Context: an optimization exercise on an open-source flow, tuned for a short achievable clock period and few clock cycles. The choices shown serve that exercise and are no tape-out recipe. Function was checked by simulation only, so behaviour that the tests miss may differ from the original. Power and IR drop assume default switching activity.

Setup of before:
==> flow/design.v (excerpt) <==
module cpu
(
   input clk,
   input reset,
   output [15:0] o_pc_addr,
   output o_pc_rd,
   input [15:0] i_pc_rddata,
   output [15:0] o_ldst_addr,
   output o_ldst_rd,
   output o_ldst_wr,
   input [15:0] i_ldst_rddata,
   output [15:0] o_ldst_wrdata,
   output [127:0] o_tb_regs
);
   logic [15:0] pc;             
   logic        d_valid;
   logic [15:0] d_fa;           
   logic [15:0] d_pc;           
   logic        e_valid;
   logic [15:0] e_A, e_B;
   logic        e_sadd, e_ssub, e_sb, e_smrg;
   logic        e_wr;           
   logic [2:0]  e_rd;
   logic        e_flags;
   logic        e_ld, e_st;
   logic        e_br;
   logic        e_calw, e_calz, e_caln;
   logic        e_pred;
   logic [15:0] e_fix;
   logic        e_useA;
   logic        w_ld;
   logic [2:0]  w_rd;
   logic        fN, fZ;
   logic [15:0] regs [0:7];
   wire [15:0] sum  = e_A + e_B;
   wire [15:0] diff = e_A - e_B;
   wire [15:0] res = ({16{e_sadd}} & sum) | ({16{e_ssub}} & diff) |
                     ({16{e_sb}} & e_B) | ({16{e_smrg}} & {e_B[15:8], e_A[7:0]});
   wire        res_N = e_ssub ? diff[15] : sum[15];
   wire        res_Z = e_ssub ? (e_A == e_B) : (sum == 16'd0);
   wire taken = e_calw | (e_calz & fZ) | (e_caln & fN);
   wire mispE = e_valid & e_br & (taken ^ e_pred);
  ...
clock: 5.6 ns
lec_check: 0
cap_margin: 20
core_margin: 2
core_utilization: 40
place_density: 0.6
slew_margin: 20
run.sh (not shown) runs the stock make flow with config.mk's settings and CLKGATE_MAP_FILE= SYNTH_SCRIPT=/design/flow/synth_recipe.tcl, a recipe that flattens the netlist after the stock synthesis.
Testbench counts of before, summed over its fixed seeds: cycles 62,127.
--- input diff before..after ---
--- a/flow/config.mk
+++ b/flow/config.mk
@@ -11,0 +12 @@
+export SETUP_SLACK_MARGIN = 3.0
@@ -12,0 +14 @@
+export TNS_END_PERCENT = 100
Findings:
- Between before and after, post-CTS setup buffer count is higher for after, before comes in under that.
- The total routed wirelength of after exceeds that of before by about 11%.
- before vs after, highest layer used for signal routing: met5 vs met4
- Compared with before, in after least setup slack across all paths after layout now larger; final cell count picked up an extra about 6.5%; fraction of power spent switching nets +1.1 points; total power higher.


Another version of the RTL of cpu (not shown whole).
Size: ~600 flip-flops, roughly 210 I/O pins.
export LEC_CHECK = 0
export ABC_CLOCK_PERIOD_IN_PS = 2800
export CAP_MARGIN = 20
export CORE_MARGIN = 2
export CORE_UTILIZATION = 40
export PLACE_DENSITY = 0.6
export SETUP_SLACK_MARGIN = 3.3
export SLEW_MARGIN = 20
export TNS_END_PERCENT = 100
create_clock -name core_clock -period 5.6 [get_ports {clk}]
The first run completed with no timing, DRC or antenna violations.
Testbench counts at the start, summed over its fixed seeds: cycles 58,138.
Change:
ABC_CLOCK_PERIOD_IN_PS = not set   (was 2800)
CORE_UTILIZATION = 55   (was 40)
PLACE_DENSITY = 0.7   (was 0.6)
After rerunning: Core utilization rises by 22 points; global-route usage rises by 12 points; sequential share of layout area is lower by 0.17 points.
Change:
CORE_UTILIZATION = 40   (was 55)
PLACE_DENSITY = 0.6   (was 0.7)
The new run finished clean.
Maximum frequency rose by 5.5%.
Clock-buffer cell count came out higher by 5.
Design area falls by 0.35%.
Non-clock buffer count shrinks by 50.
Core utilization goes down by 22 points.
Die area increases by 37%.
Sequential share of layout area grows by 0.17 points.
Synthesized cell count stays the same.
Clock power rises by 4.9%.
Change:
SETUP_SLACK_MARGIN = 3.6   (was 3.3)
Result: Area after synthesis does not change. Count of clock-buffer cells in the layout falls by 5. Combinational power climbs by 11%. Core utilization went up by 1.9 points. Cell count goes up by 0.91%. Worst setup slack got worse by 0.10 ns. Sequential cell count does not change. Wire length goes up by 1.7%.


Another version of the RTL of cpu (not shown whole).
Size: roughly 2600 cells after synthesis, ~630 flip-flops, roughly 32000 sq um of cells after synthesis.
Design cpu, start of the top module:
module cpu
(
   input clk,
   input reset,
   output [15:0] o_pc_addr,
   output o_pc_rd,
   input [15:0] i_pc_rddata,
   output [15:0] o_ldst_addr,
   output o_ldst_rd,
   output o_ldst_wr,
   input [15:0] i_ldst_rddata,
   output [15:0] o_ldst_wrdata,
   output [127:0] o_tb_regs
);
Settings: LEC_CHECK=0, CAP_MARGIN=20, CORE_MARGIN=2, CORE_UTILIZATION=40, PLACE_DENSITY=0.6, SETUP_SLACK_MARGIN=3.4, SLEW_MARGIN=20, TNS_END_PERCENT=100; clock period 5.6 ns.
Testbench counts at the start, summed over its fixed seeds: cycles 59,323.
Change:
Settings changed: CORE_UTILIZATION 40 to 45, PLACE_DENSITY 0.6 to 0.65, SETUP_SLACK_MARGIN 3.4 to 3.3.
Result: The changed run ran to the end with no violations. Clock skew falls by 0.025 ns. Worst hold slack got worse by 0.0054 ns. Final cell count falls by a few percent. Flip-flop and latch count does not change. Non-clock buffer count rises by 10.
Change:
Settings changed: CORE_UTILIZATION 45 to 40, PLACE_DENSITY 0.65 to 0.6.
Result: Die area came out higher by roughly a tenth. Non-clock buffer count came out lower by 40. Combinational power came out lower by roughly a tenth. Clock-buffer cell count came out higher by 4. Worst hold slack gains 0.028 ns.


Another version of the RTL of cpu (not shown whole).
Size: ~660 flip-flops, about 210 I/O pins.
make LEC_CHECK=0 CAP_MARGIN=20 CORE_MARGIN=2 CORE_UTILIZATION=40 PLACE_DENSITY=0.6 SETUP_SLACK_MARGIN=3.3 SLEW_MARGIN=20 TNS_END_PERCENT=100 finish   # period 5.6 ns
The starting point finished clean.
Testbench counts at the start, summed over its fixed seeds: cycles 59,323.
Next try:
--- a/flow/config.mk
+++ b/flow/config.mk
@@ -9,4 +9,5 @@
 export CORE_MARGIN = 2
 export CORE_UTILIZATION = 40
+export GPL_ROUTABILITY_DRIVEN = 0
 export PLACE_DENSITY = 0.6
 export SETUP_SLACK_MARGIN = 3.3
Worst setup slack got worse by 73 ps.
Area after synthesis does not change.
Final cell count drops slightly.
Die area stays the same.
Total power drops slightly.
Sequential share of layout area climbs by 0.56 points.
Non-clock buffer count drops by 31.


run 1:
cpu with an RTL version that a note above also has.
For scale: roughly 2600 cells after synthesis, roughly 210 I/O pins.
// cpu
module cpu
(
   input clk,
   input reset,
   output [15:0] o_pc_addr,
   output o_pc_rd,
   input [15:0] i_pc_rddata,
   output [15:0] o_ldst_addr,
   output o_ldst_rd,
   output o_ldst_wr,
   input [15:0] i_ldst_rddata,
   output [15:0] o_ldst_wrdata,
   output [127:0] o_tb_regs
);
Settings: LEC_CHECK=0, CAP_MARGIN=20, CORE_MARGIN=2, CORE_UTILIZATION=40, PLACE_DENSITY=0.6, SETUP_SLACK_MARGIN=3.5, SLEW_MARGIN=20, TNS_END_PERCENT=100; clock period 5.6 ns.
Run 1 reached the end of the flow, and the finished layout is clean on the timing, design-rule and antenna checks.
Testbench counts of run 1, summed over its fixed seeds: cycles 59,323.
## Diff of input files: run 2 against run 1
- SETUP_SLACK_MARGIN changed from 3.5 to 3.3
- GPL_ROUTABILITY_DRIVEN newly set to 0
==> summary.txt <==
- Combinational power share in run 2 vs run 1: down 2.1 points
- Comparing number of antenna violations at the first check in global routing for run 1 and run 2, the bigger number came from run 2.
- Power per standard cell area delta (run 1 -> run 2): insignificant
- The run showing the greater cell total after placement is run 1.
- Compared with run 1, in run 2 average cell area after synthesis flat, detailed-router iteration count before antenna repair now sits higher.
- Run 2 ended up with a lower relative area change from synthesis to final layout than run 1 did.
- Area of all placed cells without fillers (lower): run 2
- Sequential cell area share, run 1 and run 2: larger value in run 2
For run 3, these inputs were changed with respect to run 2:
- SETUP_SLACK_MARGIN changed from 3.3 to 3.2
- GPL_ROUTABILITY_DRIVEN removed (was 0)
## What came out
- The area added between synthesis and finish of run 3 falls short of that of run 2 by 4.0 points.
- Worst hold slack: higher on run 3
- From run 2 to run 3 the numbers moved as follows: total negative slack for setup checks held, total number of multi-input combinational cells held, routed wire length on met2 rose by about 0.5%, final instance count without filler cells down 2.3%, clock period minus worst slack shows an increase of 0.065 ns.
- Final-layout clock buffer total went up slightly going from run 2 to run 3.
- No stage failed in run 3, and the final checks on the layout all came back clean.
- Run 3 has less setup slack than run 2.
- According to the power report, total power for run 3 is lower than for run 2.

[static timing again, ports no longer ideal]
How much do the figures lean on ideal ports? The routed layouts below were timed once more, with nothing changed but the port constraints.
Step 1, drivers: a clkbuf_16 drives clk and a buf_2 each remaining input, both assumed.
Step 2 moves the port delays by t, midway between the first and last clock arrival at a register: inputs arrive t later, outputs are due t later. That takes back most of the time a late clock gives input paths.
Slacks: ideal ports / drivers / drivers and shift; pairs: ideal ports / drivers.
run	t (ns)	slack for setup (ns)	worst slew at a driven data input, ns
before	0.592	1.243 / 1.243 / 1.095	0.08
after	0.596	2.664 / 2.664 / 2.321	0.12
the first run of note 2	0.684	2.610 / 2.610 / 1.928	0.15
the second run of note 2	0.730	2.445 / 2.445 / 1.816	0.10
the third run of note 2	0.684	2.610 / 2.610 / 1.928	0.15
the fourth run of note 2	0.699	2.506 / 2.506 / 1.893	0.14
the first run of note 3	0.702	2.856 / 2.820 / 2.118	0.16
the second run of note 3	0.680	2.873 / 2.808 / 2.128	0.20
the third run of note 3	0.666	2.947 / 2.833 / 2.167	0.20
the first run of note 4	0.711	2.869 / 2.879 / 2.168	0.08
the second run of note 4	0.703	2.796 / 2.780 / 2.077	0.10
run 1	0.716	2.863 / 2.730 / 2.014	0.26
run 2	0.686	2.898 / 2.794 / 2.108	0.18
run 3	0.694	2.833 / 2.784 / 2.091	0.18
After both steps setup and hold are still met in every run listed. The setup slack of run 1, which loses most, moves by -0.133 ns with the drivers and by -0.849 ns with both steps.
